What follows belongs to an exercise in optimizing a design on an open flow for small area; a production flow would make more cautious choices.
At most, simulation tests tie the RTL to the original design; equivalence was not proved.
The flow treats the clock pin as an ideal source, which a real chip does not have.
Power and IR drop assume default switching activity.

==> job 2995: inputs <==
==> flow/design.v (excerpt) <==
module MouseTransceiver(
	input 			RESET,
	input 			CLK,
	input 			CLK_MOUSE_IN,		 
	output 			CLK_MOUSE_OUT_EN,	 
	input 			DATA_MOUSE_IN,		 
	output 			DATA_MOUSE_OUT,		 
	output 			DATA_MOUSE_OUT_EN,	 
        output  [3:0] SEG_SELECT_OUT,
        output  [7:0] HEX_OUT,
        output  [1:0] LED_OUT
);
	reg       ClkMouseIn;
	reg       ClkLast;
	reg [2:0] ClkRun;		 
	reg       ClkMouseInDly;
	wire      run_full = &ClkRun;
	always @(posedge CLK) begin
		if (RESET)
			ClkMouseIn <= 1'b0;
		else if (run_full)
			ClkMouseIn <= ClkLast;
	end
	always @(posedge CLK) begin
		if (~RESET) begin
			ClkLast <= CLK_MOUSE_IN;
			if (CLK_MOUSE_IN != ClkLast)
				ClkRun <= 3'd0;
			else if (~run_full)
				ClkRun <= {ClkRun[2] ^ (&ClkRun[1:0]), ClkRun[1] ^ ClkRun[0], ~ClkRun[0]};
		end
	end
	always @(posedge CLK)
		ClkMouseInDly <= ClkMouseIn;
	wire Fall = ClkMouseInDly & ~ClkMouseIn;
	wire [5:0]		MasterState;
	MouseTransmitter T(
					.RESET (RESET),
					.CLK(CLK),
					.STATE(MasterState),
					.CLK_MOUSE_OUT_EN(CLK_MOUSE_OUT_EN),
					.DATA_MOUSE_OUT(DATA_MOUSE_OUT),
					.DATA_MOUSE_OUT_EN(DATA_MOUSE_OUT_EN)
	);
	wire 			ReadEnable;
	wire [7:0] 		ByteRead;
	wire 			ByteError;
	wire 			ByteReady;
	wire 			RxStart, RxShift, ShiftIn;
	wire [2:0] 		BitIndex;
	MouseReceiver R(
					.RESET(RESET),
					.CLK(CLK),
					.FALL(Fall),
					.DATA_MOUSE_IN(DATA_MOUSE_IN),
					.READ_ENABLE(ReadEnable),
					.SHIFT_IN(ShiftIn),
					.START(RxStart),
					.SHIFT(RxShift),
					.BIT_INDEX(BitIndex),
					.BYTE_READ(ByteRead),
					.BYTE_ERROR(ByteError),
					.BYTE_READY(ByteReady)
	);
	wire 			StatusLoad, DxLoad, AddX, AddY, SendInterrupt;
	MouseMasterSM MSM(
					.RESET(RESET),
					.CLK(CLK),
					.FALL(Fall),
					.CLK_MOUSE_IN(ClkMouseIn),
					.DATA_MOUSE_IN(DATA_MOUSE_IN),
					.STATE(MasterState),
					.READ_ENABLE(ReadEnable),
					.BYTE_READ(ByteRead),
					.BYTE_ERROR(ByteError),
					.BYTE_READY(ByteReady),
					.STATUS_LOAD(StatusLoad),
					.DX_LOAD(DxLoad),
  ...
==> module MouseReceiver, before the edit <==
module MouseReceiver(
	input 				RESET,
	input 				CLK,
	input 				FALL,			 
	input 				DATA_MOUSE_IN,
	input 				READ_ENABLE,
	input 				SHIFT_IN,		 
	output 				START,			 
	output 				SHIFT,			 
	output [2:0] 		BIT_INDEX,
	output [7:0] 		BYTE_READ,
	output 				BYTE_ERROR,		 
	output 				BYTE_READY
);
	localparam [3:0] S_PAR = 4'd8, S_STOP = 4'd9, S_DONE = 4'd10,
	                 S_READY = 4'd11, S_IDLE = 4'd12;
	reg [3:0]  State;
	reg [7:0]  ShiftReg;
	reg        Err;
	reg [15:0] Tmo;
	wire       timeout = (Tmo == 16'h18fa);	 
	wire       in_bits = ~State[3];			 
	wire       idle    = (State == S_READY) | (State == S_IDLE);
	wire       s_par   = (State == S_PAR);
	wire       s_stop  = (State == S_STOP);
	assign START = idle & READ_ENABLE & FALL & ~DATA_MOUSE_IN;
	assign SHIFT = FALL & in_bits;
	wire       tmo_clr = FALL & ((~timeout & (in_bits | s_par)) | s_stop);
	wire       tmo_fb  = Tmo[15] ^ Tmo[14] ^ Tmo[12] ^ Tmo[3] ^ (Tmo[14:0] == 15'h2aaa);
	always @(posedge CLK) begin
		if (RESET | tmo_clr)
			Tmo <= 16'd0;
		else
			Tmo <= {~Tmo[14:0], tmo_fb};
	end
	wire [3:0] inc = {State[3] ^ (&State[2:0]), State[2] ^ (&State[1:0]),
	                  State[1] ^ State[0], ~State[0]};
	always @(posedge CLK) begin
		if (RESET)
			State <= S_IDLE;
		else if (idle)
			State <= START ? 4'd0 : S_IDLE;
		else if (State <= S_PAR) begin
			if (timeout)
				State <= S_IDLE;
			else if (FALL)
				State <= inc;
		end else if (s_stop) begin
			if (FALL)
				State <= S_DONE;
		end else if (State == S_DONE)
			State <= S_READY;
		else
			State <= S_IDLE;
	end
	always @(posedge CLK)
		if (SHIFT)
			ShiftReg <= {SHIFT_IN, ShiftReg[7:1]};
	always @(posedge CLK) begin
		if (idle)
			Err <= 1'b1;
		else if (FALL & (in_bits | s_par))
			Err <= Err ^ DATA_MOUSE_IN;
		else if (FALL & s_stop)
			Err <= Err | ~DATA_MOUSE_IN;
	end
	assign BIT_INDEX  = State[2:0];
	assign BYTE_READY = (State == S_READY);
	assign BYTE_READ  = ShiftReg;
	assign BYTE_ERROR = Err;
endmodule
clock: 10.0 ns
lec_check: 0
cap_margin: 0
core_margin: 2
core_utilization: 60
slew_margin: 0
standard.sh (not shown) runs the stock make flow with config.mk's settings and CLKGATE_MAP_FILE= SYNTH_SCRIPT=/design/flow/synth_recipe.tcl, a recipe that flattens the netlist after the stock synthesis.
==> flow/flow/run.sh <==
#!/bin/bash
# The standard layout (standard.sh) with these changes to how it is made:
#  - synthesis is the standard synthesis script, except that no full/half
#    adder extraction runs before ABC and ABC maps with an area-oriented script
#    and no delay target. Several such scripts (flow/abc_*.txt) are tried, and
#    the one whose netlist has the least cell area is kept. Registers are
#    mapped exactly as in the standard synthesis: ABC only sees the logic
#    between them;
#  - the clock tree is built from clkbuf_4 cells, without dummy loads, and
#    a leaf buffer driving 11 or more pins becomes a clkbuf_8 (post_cts.tcl);
#  - port buffers are buf_1 cells.
# Each tool's full output goes to flow.log, next to ORFS's own logs in orfs/.
set -euo pipefail
W=$(pwd)
LOG=$W/flow.log
: > "$LOG"
STAT=$W/orfs/reports/sky130hd/MouseTransceiver/base/synth_stat.txt
VARS=(ADDER_MAP_FILE=
  "CTS_ARGS=-sink_clustering_enable -repair_clock_nets -buf_list sky130_fd_sc_hd__clkbuf_4 -sink_clustering_size 30 -sink_clustering_max_diameter 100 -dont_use_dummy_load"
  "BUFFER_PORTS_ARGS=-buffer_cell sky130_fd_sc_hd__buf_1"
  "POST_CTS_TCL=$W/flow/post_cts.tcl")

# ORFS's synth.tcl with the ABC script replaced and its -D delay target dropped,
# and the standard flow's synthesis script sourcing it
make_synth_script() {
  sed "/synth_preamble.tcl/a set abc_args [lreplace \$abc_args 1 1 $1]\nset i [lsearch -exact \$abc_args -D]\nif {\$i >= 0} { set abc_args [lreplace \$abc_args \$i [expr {\$i + 1}]] }" \
    "$FLOW_HOME/scripts/synth.tcl" > "$W/orfs_synth.tcl"
  sed "s#\$::env(SCRIPTS_DIR)/synth.tcl#$W/orfs_synth.tcl#" "$W/synth_recipe.tcl" > "$W/own_synth.tcl"
}

best=""
best_area=""
first=1
for s in "$W"/flow/abc_*.txt; do
  make_synth_script "$s"
  if [[ $first == 1 ]]; then
    bash standard.sh SYNTH_SCRIPT="$W/own_synth.tcl" "${VARS[@]}" synth >> "$LOG" 2>&1
    first=0
  else
    bash standard.sh SYNTH_SCRIPT="$W/own_synth.tcl" "${VARS[@]}" do-yosys >> "$LOG" 2>&1
  fi
  area=$(awk '/Chip area for module/ {print $NF}' "$STAT")
  echo "ABC script $(basename "$s"): cell area $area" >> "$LOG"
  if [[ -z "$best" ]] || awk -v a="$area" -v b="$best_area" 'BEGIN { exit !(a < b) }'; then
    best=$s
    best_area=$area
  fi
done
echo "keeping ABC script $(basename "$best") ($best_area)" >> "$LOG"
make_synth_script "$best"
bash standard.sh SYNTH_SCRIPT="$W/own_synth.tcl" "${VARS[@]}" do-yosys >> "$LOG" 2>&1
bash standard.sh SYNTH_SCRIPT="$W/own_synth.tcl" "${VARS[@]}" finish >> "$LOG" 2>&1
==> flow/flow/post_cts.tcl <==
# After clock tree synthesis: a clkbuf_4 leaf buffer that drives 11 or more
# pins is swapped for a clkbuf_8, so no flip-flop clock pin gets a slow edge;
# the placement is then legalized again.
set upsized 0
foreach inst [get_cells -quiet clkbuf_*] {
  if {[get_property $inst ref_name] ne "sky130_fd_sc_hd__clkbuf_4"} { continue }
  set out [get_pins -of_objects $inst -filter "direction == output"]
  set net [get_nets -of_objects $out]
  set loads [llength [get_pins -of_objects $net -filter "direction == input"]]
  if {$loads >= 11} {
    puts "post_cts: [get_full_name $inst] drives $loads pins, now clkbuf_8"
    replace_cell $inst sky130_fd_sc_hd__clkbuf_8
    incr upsized
  }
}
puts "post_cts: upsized $upsized clock buffers"
if {$upsized > 0} {
  detailed_placement
  check_placement -verbose
  estimate_parasitics -placement
}
Other scripts of this flow, unchanged in this note and not shown: flow/flow/abc_s11.txt, flow/flow/abc_s12.txt, flow/flow/abc_s14.txt, flow/flow/abc_s4.txt, flow/flow/abc_s7.txt, flow/flow/abc_s8.txt
==> job 9852: changes against job 2995 <==
--- a/flow/design.v
+++ b/flow/design.v
@@ -37,16 +37,16 @@
 	output 				START,			 
 	output 				SHIFT,			 
 	output [2:0] 		BIT_INDEX,
 	output [7:0] 		BYTE_READ,
 	output 				BYTE_ERROR,		 
 	output 				BYTE_READY
 );
-	localparam [3:0] S_PAR = 4'd8, S_STOP = 4'd9, S_DONE = 4'd10,
-	                 S_READY = 4'd11, S_IDLE = 4'd12;
+	localparam [3:0] S_B8 = 4'd8, S_PAR = 4'd9, S_STOP = 4'd10, S_DONE = 4'd11,
+	                 S_READY = 4'd12, S_IDLE = 4'd13;
 	reg [3:0]  State;
 	reg [7:0]  ShiftReg;
 	reg        Err;
 	reg [15:0] Tmo;
 	wire       timeout = (Tmo == 16'h18fa);	 
 	wire       in_bits = ~State[3];			 
 	wire       idle    = (State == S_READY) | (State == S_IDLE);
@@ -68,15 +68,15 @@
 		if (RESET)
 			State <= S_IDLE;
 		else if (idle)
 			State <= START ? 4'd0 : S_IDLE;
 		else if (State <= S_PAR) begin
 			if (timeout)
 				State <= S_IDLE;
-			else if (FALL)
+			else if ((State == S_B8) | FALL)
 				State <= inc;
 		end else if (s_stop) begin
 			if (FALL)
 				State <= S_DONE;
 		end else if (State == S_DONE)
 			State <= S_READY;
 		else
@@ -106,35 +106,35 @@
 	input 			CLK_MOUSE_IN,	 
 	input 			DATA_MOUSE_IN,
 	output [5:0] 	STATE,
 	output 			READ_ENABLE,
 	input [7:0] 	BYTE_READ,
 	input 			BYTE_ERROR,
 	input 			BYTE_READY,
+	input 			DIGIT_CHANGE,	 
 	output 			STATUS_LOAD,	 
 	output 			DX_LOAD,		 
 	output 			ADD_X,			 
 	output 			ADD_Y,			 
-	output 			SEND_INTERRUPT
+	output 			SEND_INTERRUPT,
+	output 			POSITION_LOAD	 
 );
 	localparam [5:0] S0 = 6'd0, PRE_FF = 6'd1, BS_FF = 6'd2, S12 = 6'd4,
 	                 PRE_F4 = 6'd17, BS_F4 = 6'd18,
-	                 S3 = 6'd8, S4 = 6'd9, S5 = 6'd10, S8 = 6'd11, S9 = 6'd12, S9I = 6'd13,
-	                 S10 = 6'd14, S11 = 6'd15;
+	                 S3 = 6'd8, S4 = 6'd9, S5 = 6'd10, S8 = 6'd11, S10 = 6'd14, S11 = 6'd15,
+	                 S9 = 6'd28, S9I = 6'd29, S9J = 6'd30, S9K = 6'd31;
 	localparam [3:0] T_LOW = 4'd0, T_WDATA = 4'd1, T_WCLK = 4'd2, T_WBOTH = 4'd3,
 	                 T_START = 4'd4, T_PAR = 4'd5, T_STOP = 4'd6, T_REL = 4'd7;
 	reg [5:0]  State;
 	reg [22:0] Cnt;
 	reg        ReadEnable;
 	wire good = BYTE_READY & ~BYTE_ERROR;
-	wire [7:0] expected = (State == S4) ? 8'hAA : (State == S5) ? 8'h00 : 8'hFA;
-	wire       match    = good & (BYTE_READ == expected);
 	wire send = State[5];
 	wire [3:0] ts = State[3:0];
-	wire s9 = (State[5:1] == 5'b00110);		 
+	wire s9 = (State[5:2] == 4'b0111);		 
 	wire pre = (State[5] == 1'b0) & (State[3:0] == 4'd1);
 	wire low = send & (ts == T_LOW);
 	wire wait_done = ((Cnt & 23'h6fffc8) == 23'h6d6e08);	 
 	wire tmo_done  = ((Cnt & 23'h7ffffc) == 23'h01df9c);	 
 	wire pre_done  = ((Cnt & 23'h400002) == 23'h000002);	 
 	wire low_done  = ((Cnt & 23'h7f6240) == 23'h646040);	 
 	wire cnt_run = ((State == S0) & ~wait_done)
@@ -165,73 +165,87 @@
 				default: if (DATA_MOUSE_IN & CLK_MOUSE_IN) State <= {1'b0, State[4], 4'b0010};	 
 			endcase
 		end else case (State)
 			S0:     if (wait_done) State <= PRE_FF;
 			PRE_FF, PRE_F4:
 			        if (pre_done) State <= {1'b1, State[4], 4'b0000};	 
 			BS_FF:  State <= S3;
-			S3:     if (BYTE_READY) State <= match ? S4 : S0;
-			S4:     if (BYTE_READY) State <= match ? S5 : S0;
-			S5:     if (BYTE_READY) State <= match ? PRE_F4 : S0;
+			S3:     if (BYTE_READY) State <= (good & (BYTE_READ == 8'hFA)) ? S4 : S0;
+			S4:     if (BYTE_READY) State <= (good & (BYTE_READ == 8'hAA)) ? S5 : S0;
+			S5:     if (BYTE_READY) State <= (good & (BYTE_READ == 8'h00)) ? PRE_F4 : S0;
 			BS_F4:  State <= S8;
-			S8:     if (BYTE_READY) State <= match ? S9 : S0;
-			S9, S9I:
+			S8:     if (BYTE_READY) State <= (good & (BYTE_READ == 8'hFA)) ? S9 : S0;
+			S9, S9I, S9J, S9K:
 			        if (BYTE_READY) State <= good ? S10 : S0;
 			        else if (tmo_done) State <= S0;
+			        else if (State == S9I) State <= S9J;
+			        else if ((State == S9J) & DIGIT_CHANGE) State <= S9K;
 			        else State <= S9;
 			S10:    if (BYTE_READY) State <= good ? S11 : S0;
 			S11:    if (BYTE_READY) State <= good ? S12 : S0;
 			S12:    State <= S9I;
 			default: State <= S0;
 		endcase
 	end
 	always @(posedge CLK) begin
 		if (RESET)
 			ReadEnable <= 1'b0;
 		else
-			ReadEnable <= (State[5:3] == 3'b001);	 
+			ReadEnable <= ~State[5] & State[3];	 
 	end
 	assign STATE          = State;
 	assign READ_ENABLE    = ReadEnable;
 	assign STATUS_LOAD    = s9 & good;
 	assign DX_LOAD        = (State == S10) & good;
 	assign ADD_X          = (State == S10);
 	assign ADD_Y          = (State == S11);
 	assign SEND_INTERRUPT = (State == S9I);
+	assign POSITION_LOAD  = ((State == S9J) & ~DIGIT_CHANGE) | (State == S9K);
 endmodule
 `timescale 1ns / 1ps
 module SevenSegmentDisplay(
 	input 			       CLK,
 	input 			       RESET,
 	input       [3:0]	   DIGIT1, DIGIT2, DIGIT3, DIGIT4,
     output reg	[3:0]	   SEG_SELECT_OUT,
-    output reg  [7:0]      HEX_OUT
+    output reg  [7:0]      HEX_OUT,
+    output                 LAST
 );
 	reg [1:0]  Sel;
-	reg [3:0]  Bin;
 	reg [17:0] Cnt;
+	reg        Changed;		 
+	reg        WasReset;	 
+	reg [3:0]  Bin;
 	wire last = ((Cnt & 18'h3ffbf) == 18'h21e84);	 
 	always @(posedge CLK) begin
 		if (RESET) begin
 			Sel <= 2'd0;
-			Bin <= 4'd0;
 			Cnt <= 18'd0;
 		end else if (last) begin
 			Sel <= {Sel[1] ^ Sel[0], ~Sel[0]};
 			Cnt <= 18'd0;
-		end else begin
+		end else
 			Cnt <= {~Cnt[16:0], Cnt[17] ^ Cnt[10]};
-			case (Sel)
-				2'd0: Bin <= DIGIT1;
-				2'd1: Bin <= DIGIT2;
-				2'd2: Bin <= DIGIT3;
-				2'd3: Bin <= DIGIT4;
-			endcase
-		end
 	end
+	always @(posedge CLK) begin
+		Changed  <= last;
+		WasReset <= RESET;
+	end
+	wire [1:0] shown = Changed ? {Sel[1] ^ ~Sel[0], ~Sel[0]} : Sel;
+	always @* begin
+		if (WasReset)
+			Bin = 4'd0;
+		else case (shown)
+			2'd0: Bin = DIGIT1;
+			2'd1: Bin = DIGIT2;
+			2'd2: Bin = DIGIT3;
+			default: Bin = DIGIT4;
+		endcase
+	end
+	assign LAST = last;
 	localparam [15:0] SEG0 = 16'h2812;
 	localparam [15:0] SEG1 = 16'hd860;
 	localparam [15:0] SEG2 = 16'hd004;
 	localparam [15:0] SEG3 = 16'h8692;
 	localparam [15:0] SEG4 = 16'h02ba;
 	localparam [15:0] SEG5 = 16'h208e;
 	localparam [15:0] SEG6 = 16'h1083;
@@ -313,31 +327,33 @@
 					.START(RxStart),
 					.SHIFT(RxShift),
 					.BIT_INDEX(BitIndex),
 					.BYTE_READ(ByteRead),
 					.BYTE_ERROR(ByteError),
 					.BYTE_READY(ByteReady)
 	);
-	wire 			StatusLoad, DxLoad, AddX, AddY, SendInterrupt;
+	wire 			StatusLoad, DxLoad, AddX, AddY, SendInterrupt, PositionLoad, DigitChange;
 	MouseMasterSM MSM(
 					.RESET(RESET),
 					.CLK(CLK),
 					.FALL(Fall),
 					.CLK_MOUSE_IN(ClkMouseIn),
 					.DATA_MOUSE_IN(DATA_MOUSE_IN),
 					.STATE(MasterState),
 					.READ_ENABLE(ReadEnable),
 					.BYTE_READ(ByteRead),
 					.BYTE_ERROR(ByteError),
 					.BYTE_READY(ByteReady),
+					.DIGIT_CHANGE(DigitChange),
 					.STATUS_LOAD(StatusLoad),
 					.DX_LOAD(DxLoad),
 					.ADD_X(AddX),
 					.ADD_Y(AddY),
-					.SEND_INTERRUPT(SendInterrupt)
+					.SEND_INTERRUPT(SendInterrupt),
+					.POSITION_LOAD(PositionLoad)
 	);
 	reg [7:0] MouseX;
 	reg [6:0] MouseY;
 	reg [7:0] NextX;		 
 	reg [3:0] Status;		 
 	reg       Carry;
 	reg [1:0] Led;
@@ -360,30 +376,35 @@
 			NextX[1:0] <= {ByteRead[6], ByteRead[4]};
 		end
 		if (DxLoad)
 			NextX <= (Carry ^ NextX[0]) ? 8'd0 :
 			         (~NextX[0] & ByteRead[7] & (ByteRead[6] | ByteRead[5])) ? 8'd159 : ByteRead;
 	end
 	always @(posedge CLK) begin
-		if (RESET) begin
+		if (RESET)
 			Led    <= 2'd0;
+		else if (SendInterrupt)
+			Led    <= Status[1:0];
+	end
+	always @(posedge CLK) begin
+		if (RESET) begin
 			MouseX <= 8'd80;
 			MouseY <= 7'd60;
-		end else if (SendInterrupt) begin
-			Led    <= Status[1:0];
+		end else if (PositionLoad) begin
 			MouseX <= NextX;
 			MouseY <= (Carry ^ SignY) ? 7'd0 :
 			          (~SignY & (ByteRead[7] | (&ByteRead[6:3]))) ? 7'd119 : ByteRead[6:0];
 		end
 	end
 	SevenSegmentDisplay SevenSeg(
 					.CLK(CLK),
 					.RESET(RESET),
 					.HEX_OUT(HEX_OUT),
 					.SEG_SELECT_OUT(SEG_SELECT_OUT),
 					.DIGIT1(MouseY[3:0]),
 					.DIGIT2({1'b0, MouseY[6:4]}),
 					.DIGIT3(MouseX[3:0]),
-					.DIGIT4(MouseX[7:4])
+					.DIGIT4(MouseX[7:4]),
+					.LAST(DigitChange)
 	);
 	assign LED_OUT = Led;
 endmodule
--- a/flow/flow/run.sh
+++ b/flow/flow/run.sh
@@ -2,27 +2,25 @@
 # The standard layout (standard.sh) with these changes to how it is made:
 #  - synthesis is the standard synthesis script, except that no full/half
 #    adder extraction runs before ABC and ABC maps with an area-oriented script
 #    and no delay target. Several such scripts (flow/abc_*.txt) are tried, and
 #    the one whose netlist has the least cell area is kept. Registers are
 #    mapped exactly as in the standard synthesis: ABC only sees the logic
 #    between them;
-#  - the clock tree is built from clkbuf_4 cells, without dummy loads, and
-#    a leaf buffer driving 11 or more pins becomes a clkbuf_8 (post_cts.tcl);
+#  - the clock tree is built from clkbuf_4 cells, without dummy loads;
 #  - port buffers are buf_1 cells.
 # Each tool's full output goes to flow.log, next to ORFS's own logs in orfs/.
 set -euo pipefail
 W=$(pwd)
 LOG=$W/flow.log
 : > "$LOG"
 STAT=$W/orfs/reports/sky130hd/MouseTransceiver/base/synth_stat.txt
 VARS=(ADDER_MAP_FILE=
   "CTS_ARGS=-sink_clustering_enable -repair_clock_nets -buf_list sky130_fd_sc_hd__clkbuf_4 -sink_clustering_size 30 -sink_clustering_max_diameter 100 -dont_use_dummy_load"
-  "BUFFER_PORTS_ARGS=-buffer_cell sky130_fd_sc_hd__buf_1"
-  "POST_CTS_TCL=$W/flow/post_cts.tcl")
+  "BUFFER_PORTS_ARGS=-buffer_cell sky130_fd_sc_hd__buf_1")
 
 # ORFS's synth.tcl with the ABC script replaced and its -D delay target dropped,
 # and the standard flow's synthesis script sourcing it
 make_synth_script() {
   sed "/synth_preamble.tcl/a set abc_args [lreplace \$abc_args 1 1 $1]\nset i [lsearch -exact \$abc_args -D]\nif {\$i >= 0} { set abc_args [lreplace \$abc_args \$i [expr {\$i + 1}]] }" \
     "$FLOW_HOME/scripts/synth.tcl" > "$W/orfs_synth.tcl"
   sed "s#\$::env(SCRIPTS_DIR)/synth.tcl#$W/orfs_synth.tcl#" "$W/synth_recipe.tcl" > "$W/own_synth.tcl"
==> flow/config.mk (replaced) <==
export PLATFORM = sky130hd
export DESIGN_NAME = MouseTransceiver
export DESIGN_NICKNAME = MouseTransceiver
export VERILOG_FILES = /design/flow/design.v
export SDC_FILE = /design/flow/constraint.sdc
export NUM_CORES = 4
export LEC_CHECK = 0
export CAP_MARGIN = 20
export CORE_MARGIN = 2
export CORE_UTILIZATION = 60
export SLEW_MARGIN = 20
removed: flow/flow/post_cts.tcl
==> job 3731: changes against job 2995 <==
--- a/flow/design.v
+++ b/flow/design.v
@@ -38,22 +38,22 @@
 	output 				SHIFT,			 
 	output [2:0] 		BIT_INDEX,
 	output [7:0] 		BYTE_READ,
 	output 				BYTE_ERROR,		 
 	output 				BYTE_READY
 );
 	localparam [3:0] S_PAR = 4'd8, S_STOP = 4'd9, S_DONE = 4'd10,
-	                 S_READY = 4'd11, S_IDLE = 4'd12;
+	                 S_READY = 4'd14, S_IDLE = 4'd15;
 	reg [3:0]  State;
 	reg [7:0]  ShiftReg;
 	reg        Err;
 	reg [15:0] Tmo;
 	wire       timeout = (Tmo == 16'h18fa);	 
 	wire       in_bits = ~State[3];			 
-	wire       idle    = (State == S_READY) | (State == S_IDLE);
+	wire       idle    = (State[3:1] == 3'b111);	 
 	wire       s_par   = (State == S_PAR);
 	wire       s_stop  = (State == S_STOP);
 	assign START = idle & READ_ENABLE & FALL & ~DATA_MOUSE_IN;
 	assign SHIFT = FALL & in_bits;
 	wire       tmo_clr = FALL & ((~timeout & (in_bits | s_par)) | s_stop);
 	wire       tmo_fb  = Tmo[15] ^ Tmo[14] ^ Tmo[12] ^ Tmo[3] ^ (Tmo[14:0] == 15'h2aaa);
 	always @(posedge CLK) begin
==> flow/flow/abc_x1.txt (new file) <==
strash
&get -n
&fraig -x
&put
scorr
dc2
strash
&get -n
&dch -f
&nf -R 1000
&put
==> flow/flow/abc_x2.txt (new file) <==
strash
&get -n
&fraig -x
&put
scorr
dc2
strash
&get -n
&dch -f
&nf -R 2000 -a
&put
==> flow/flow/abc_x4.txt (new file) <==
strash
&get -n
&fraig -x
&put
scorr
dc2
strash
&get -n
&dch
&nf -R 1000
&put
==> flow/flow/abc_x5.txt (new file) <==
strash
&get -n
&fraig -x
&put
scorr
dc2
strash
&get -n
&dch
&nf -R 2000 -a
&put
==> flow/flow/abc_x7.txt (new file) <==
strash
&get -n
&fraig -x
&put
scorr
dc2
strash
&get -n
&dch -f -r
&nf -R 1000
&put
==> flow/flow/abc_x8.txt (new file) <==
strash
&get -n
&fraig -x
&put
scorr
dc2
strash
&get -n
&dch -f -r
&nf -R 2000 -a
&put
==> flow/config.mk (replaced) <==
export PLATFORM = sky130hd
export DESIGN_NAME = MouseTransceiver
export DESIGN_NICKNAME = MouseTransceiver
export VERILOG_FILES = /design/flow/design.v
export SDC_FILE = /design/flow/constraint.sdc
export NUM_CORES = 4
export LEC_CHECK = 0
export CAP_MARGIN = 20
export CORE_MARGIN = 2
export CORE_UTILIZATION = 60
export SLEW_MARGIN = 20
==> flow_summary.json <==
{
  "outcome": "timing/DRC/antenna clean",
  "fin_nets": 592,
  "pwr-share-comb": 0.211,
  "p_seq_mw": 0.627,
  "multi_input_area_share": 0.421,
  "layout_commonest_cell": "nor2_1",
  "instances_no_fill": 688,
  "seqPwrFrac": 0.585,
  "dp_hpwl_um": 7760,
  "clock_power_mw": 0.220,
  "grt_pass1_wl_um": 18400
}
-- figures above: job 9852

==> flow_summary.json <==
{
  "clock_power_mw": 0.236,
  "top_register": "MSM.Cnt",
  "pwr-share-comb": 0.182,
  "p_seq_mw": 0.626,
  "layout_commonest_cell": "dfxtp_1",
  "outcome": "timing/DRC/antenna clean",
  "dp_hpwl_um": 7040,
  "multi_input_area_share": 0.411,
  "grt_pass1_wl_um": 17000,
  "fin_nets": 565,
  "instances_no_fill": 661,
  "stdcell_area_um2": 5180
}
-- figures above: job 3731

==> flow_summary.json <==
{
  "largest_reg_flops": 23,
  "met3_length_um": 639,
  "outcome": "timing/DRC/antenna clean",
  "multi_input_area_share": 0.408,
  "power_switching_mw": 0.342,
  "instances_no_fill": 670,
  "grt_pass1_wl_um": 16400,
  "layout_commonest_cell": "dfxtp_1",
  "clock_power_mw": 0.236,
  "p_seq_mw": 0.631,
  "seqPwrFrac": 0.592,
  "dp_hpwl_um": 6950
}
-- figures above: job 2995

Only the layout flow was run in job 9852 and job 3731; the RTL was not checked for function there.

re-timing with driven ports:
Ports are ideal in the flow. The routed layouts listed here were re-timed in OpenROAD.
Step 1: set_driving_cell puts a clkbuf_16 on CLK and a buf_2 on each other input, an assumption about the parent block.
Step 2 also shifts input and output timing later by t, the mid clock arrival at the registers, as if the neighbouring blocks saw the same clock.
a / b / c = ideal / step 1 / step 2; a / b = the first two.
run	t (ns)	setup slack, ns	latest minus earliest clock arrival (ns)	worst slew at a driven data input, ns
job 2995	0.409	6.199 / 6.165 / 6.368	0.033 / 0.033	0.03
job 9852	0.528	4.835 / 4.803 / 5.331	0.044 / 0.044	0.03
job 3731	0.415	6.179 / 6.149 / 6.342	0.033 / 0.032	0.03
After both steps every run listed still meets setup and hold.
